Background: an optimization exercise with open tools, aiming at small area. Do not read the settings as production practice.
The RTL was checked by simulation tests, not by an equivalence proof against the original design.
The flow treats the clock pin as an ideal source, which a real chip does not have.

==> flow/design.v (excerpt) <==
module keyboard (
    input        clk,
    input        rst,
    input        semitone,
    input  [3:0] row,
    output [3:0] col,
    output [7:0] diods,
    output       waveR,
    output       waveL
    );
export LEC_CHECK = 0
export CAP_MARGIN = 20
export CORE_MARGIN = 2
export CORE_UTILIZATION = 40
export SLEW_MARGIN = 20
create_clock -name core_clock -period 20.0 [get_ports {clk}]
standard.sh (not shown) runs the stock make flow with config.mk's settings and CLKGATE_MAP_FILE= SYNTH_SCRIPT=/design/flow/synth_recipe.tcl, a recipe that flattens the netlist after the stock synthesis.
==> flow/flow/run.sh <==
#!/bin/bash
# Layout: the standard flow, with these changes:
#  - ports are buffered with buf_1 instead of the default buffer;
#  - in place of TritonCTS's H-tree, four clock buffers fed by the clock
#    port each drive a group of the flip-flops, found by k-means from a
#    split in quarters (flow/clock.tcl), and
#    logic cells are sized down where timing allows;
set -euo pipefail
R=$PWD/orfs/results/$FLOW_PLATFORM/keyboard/base
export RESULTS=$R
export PLATFORM_DIR=$FLOW_HOME/platforms/$FLOW_PLATFORM
export LIB=$PLATFORM_DIR/lib/sky130_fd_sc_hd__tt_025C_1v80.lib
PORTBUF="BUFFER_PORTS_ARGS=-buffer_cell sky130_fd_sc_hd__buf_1"
bash standard.sh synth > synth.log 2>&1
bash standard.sh "$PORTBUF" place > place.log 2>&1
sizes=(8 8 8 8)
for attempt in 1 2 3; do
  CLKBUFS="${sizes[*]}" openroad -no_init -exit flow/clock.tcl > clock_$attempt.log 2>&1
  bash standard.sh "$PORTBUF" finish > finish_$attempt.log 2>&1
  openroad -no_init -exit flow/slew.tcl > slew_$attempt.log 2>&1
  changed=0
  while read -r tag g s; do
    [[ $tag == SLEW && $g =~ ^[0-3]$ ]] || continue
    if awk -v s="$s" 'BEGIN { exit !(s > 0.115) }' && [[ ${sizes[$g]} != 16 ]]; then
      sizes[$g]=16; changed=1
    fi
  done < slew_$attempt.log
  [[ $changed == 1 ]] || break
done
==> flow/flow/clock.tcl <==
# Four clock buffers, fed by the clock port, each drive a quarter of the
# flip-flops (split by x, then y, then refined by k-means) and sit at
# their centre. CLKBUFS gives the
# size of each (clkbuf_N). Cells are then sized down where
# timing allows. Writes the CTS step's results.
read_db $::env(RESULTS)/3_place.odb
read_liberty $::env(LIB)
read_sdc $::env(RESULTS)/3_place.sdc
source $::env(PLATFORM_DIR)/setRC.tcl
set block [ord::get_db_block]
set dbu [$block getDbUnitsPerMicron]
# flip-flops with their clock pins and centres
set ffs {}
foreach inst [$block getInsts] {
  if { [[$inst getMaster] isSequential] } {
    set box [$inst getBBox]
    set pin [$inst findITerm CLK]
    lappend ffs [list [expr {([$box xMin] + [$box xMax]) / 2}] [expr {([$box yMin] + [$box yMax]) / 2}] [$inst getName]/CLK]
  }
}
# split them in four: halves by x, then each half by y
proc halves { l idx } {
  set l [lsort -integer -index $idx $l]
  set h [expr {[llength $l] / 2}]
  return [list [lrange $l 0 [expr {$h - 1}]] [lrange $l $h end]]
}
set groups {}
foreach half [halves $ffs 0] {
  foreach q [halves $half 1] { lappend groups $q }
}
# then a few rounds of k-means from that start, for compact groups
for {set it 0} {$it < 20} {incr it} {
  set cs {}
  foreach g $groups {
    set sx 0; set sy 0
    foreach f $g { set sx [expr {$sx + [lindex $f 0]}]; set sy [expr {$sy + [lindex $f 1]}] }
    lappend cs [list [expr {double($sx) / [llength $g]}] [expr {double($sy) / [llength $g]}]]
  }
  set new {{} {} {} {}}
  foreach f $ffs {
    set best 0; set bd 1e30
    for {set j 0} {$j < 4} {incr j} {
      set c [lindex $cs $j]
      set d [expr {abs([lindex $f 0] - [lindex $c 0]) + abs([lindex $f 1] - [lindex $c 1])}]
      if {$d < $bd} { set bd $d; set best $j }
    }
    lset new $best [concat [lindex $new $best] [list $f]]
  }
  set ok 1
  foreach g $new { if {[llength $g] == 0 || [llength $g] > 24} { set ok 0 } }
  if {!$ok} break
  set groups $new
}
set sizes $::env(CLKBUFS)
set i 0
foreach g $groups {
  set sx 0; set sy 0; set pins {}
  foreach f $g {
    set sx [expr {$sx + [lindex $f 0]}]
    set sy [expr {$sy + [lindex $f 1]}]
    lappend pins [get_pins [lindex $f 2]]
  }
  set x [expr {double($sx) / [llength $g] / $dbu}]
  set y [expr {double($sy) / [llength $g] / $dbu}]
  puts "clock buffer $i (clkbuf_[lindex $sizes $i]): [llength $g] flip-flops, at $x $y"
  insert_buffer -buffer_cell sky130_fd_sc_hd__clkbuf_[lindex $sizes $i] -net clk -load_pins $pins -location [list $x $y] -buffer_name clkbuf_$i -net_name clk_$i
  incr i
}
set_propagated_clock [all_clocks]
estimate_parasitics -placement
set_dont_use {sky130_fd_sc_hd__probe_p_8 sky130_fd_sc_hd__probec_p_8 sky130_fd_sc_hd__lpflow_*}
# with this much slack, give back the area that synthesis spent on speed:
# every logic cell goes to the smallest size of its kind, then repair_design
# fixes any slew or capacitance this breaks, and repair_timing any timing
set smallest {}
foreach inst [$block getInsts] {
  set m [[$inst getMaster] getName]
  if { [[$inst getMaster] isSequential] || [string match clkbuf_* [$inst getName]] } { continue }
  if { ![regexp {^(sky130_fd_sc_hd__\w+)_(\d+)$} $m -> base size] } { continue }
  if { [string match *tap* $base] || [string match *fill* $base] || [string match *decap* $base] || [string match *conb* $base] } { continue }
  set best $m
  set best_area [[$inst getMaster] getArea]
  foreach cand [list ${base}_0 ${base}_1 ${base}_2] {
    set lc [get_lib_cells -quiet $cand]
    if { $lc == "" } { continue }
    set mm [[ord::get_db] findMaster $cand]
    if { $mm == "NULL" } { continue }
    if { [$mm getArea] < $best_area } { set best $cand; set best_area [$mm getArea] }
  }
  if { $best != $m } {
    replace_cell [$inst getName] $best
    lappend smallest "[$inst getName] $m -> $best"
  }
}
puts "sized down: [llength $smallest]"
foreach l $smallest { puts "  $l" }
estimate_parasitics -placement
repair_design
repair_timing -setup -hold
detailed_placement
check_placement -verbose
estimate_parasitics -placement
report_clock_min_period
report_checks -path_delay min_max
write_db $::env(RESULTS)/4_1_cts.odb
write_sdc $::env(RESULTS)/4_cts.sdc
Other scripts of this flow, unchanged in this note and not shown: flow/flow/slew.tcl
The baseline finished with timing, DRC and antenna clean.
==> next run, changes <==
--- a/flow/flow/run.sh
+++ b/flow/flow/run.sh
@@ -4,4 +4,3 @@
 #  - in place of TritonCTS's H-tree, four clock buffers fed by the clock
-#    port each drive a group of the flip-flops, found by k-means from a
-#    split in quarters (flow/clock.tcl), and
+#    port each drive a quarter of the flip-flops (flow/clock.tcl), and
 #    logic cells are sized down where timing allows;
--- a/flow/flow/clock.tcl
+++ b/flow/flow/clock.tcl
@@ -1,4 +1,3 @@
 # Four clock buffers, fed by the clock port, each drive a quarter of the
-# flip-flops (split by x, then y, then refined by k-means) and sit at
-# their centre. CLKBUFS gives the
+# flip-flops (split by x, then y) and sit at their centre. CLKBUFS gives the
 # size of each (clkbuf_N). Cells are then sized down where
@@ -29,25 +28,2 @@
   foreach q [halves $half 1] { lappend groups $q }
-}
-# then a few rounds of k-means from that start, for compact groups
-for {set it 0} {$it < 20} {incr it} {
-  set cs {}
-  foreach g $groups {
-    set sx 0; set sy 0
-    foreach f $g { set sx [expr {$sx + [lindex $f 0]}]; set sy [expr {$sy + [lindex $f 1]}] }
-    lappend cs [list [expr {double($sx) / [llength $g]}] [expr {double($sy) / [llength $g]}]]
-  }
-  set new {{} {} {} {}}
-  foreach f $ffs {
-    set best 0; set bd 1e30
-    for {set j 0} {$j < 4} {incr j} {
-      set c [lindex $cs $j]
-      set d [expr {abs([lindex $f 0] - [lindex $c 0]) + abs([lindex $f 1] - [lindex $c 1])}]
-      if {$d < $bd} { set bd $d; set best $j }
-    }
-    lset new $best [concat [lindex $new $best] [list $f]]
-  }
-  set ok 1
-  foreach g $new { if {[llength $g] == 0 || [llength $g] > 24} { set ok 0 } }
-  if {!$ok} break
-  set groups $new
 }
Synthesized cell count is unchanged.
Die area is unchanged.
Global-route usage is higher by 0.12 points.
Worst setup slack gets better by 4.2 ps.
Clock-buffer cell count is unchanged.
Routed wire length is higher by 0.84%.

-- re-timing with driven ports --
Ports are ideal in the flow. The routed layouts listed here were re-timed in OpenROAD. Step 1 sets driving cells, clkbuf_16 on the clock port and buf_2 on the other inputs (assumed; they add their load-dependent delay and slew). Step 2 moves the port delays by t, midway between the first and last clock arrival at a register: inputs arrive t later, outputs are due t later. That takes back most of the time a late clock gives input paths. a / b / c = ideal ports / drivers / drivers and shift; a / b = the first two.
run | t (ns) | setup WS [ns] | worst setup path at the end | worst slew at a driven data input, ns
the first run | 0.220 | 14.177 / 14.118 / 14.338 | register to output | 0.03
the second run | 0.221 | 14.182 / 14.118 / 14.339 | register to output | 0.03
After both steps every run listed still meets setup and hold.
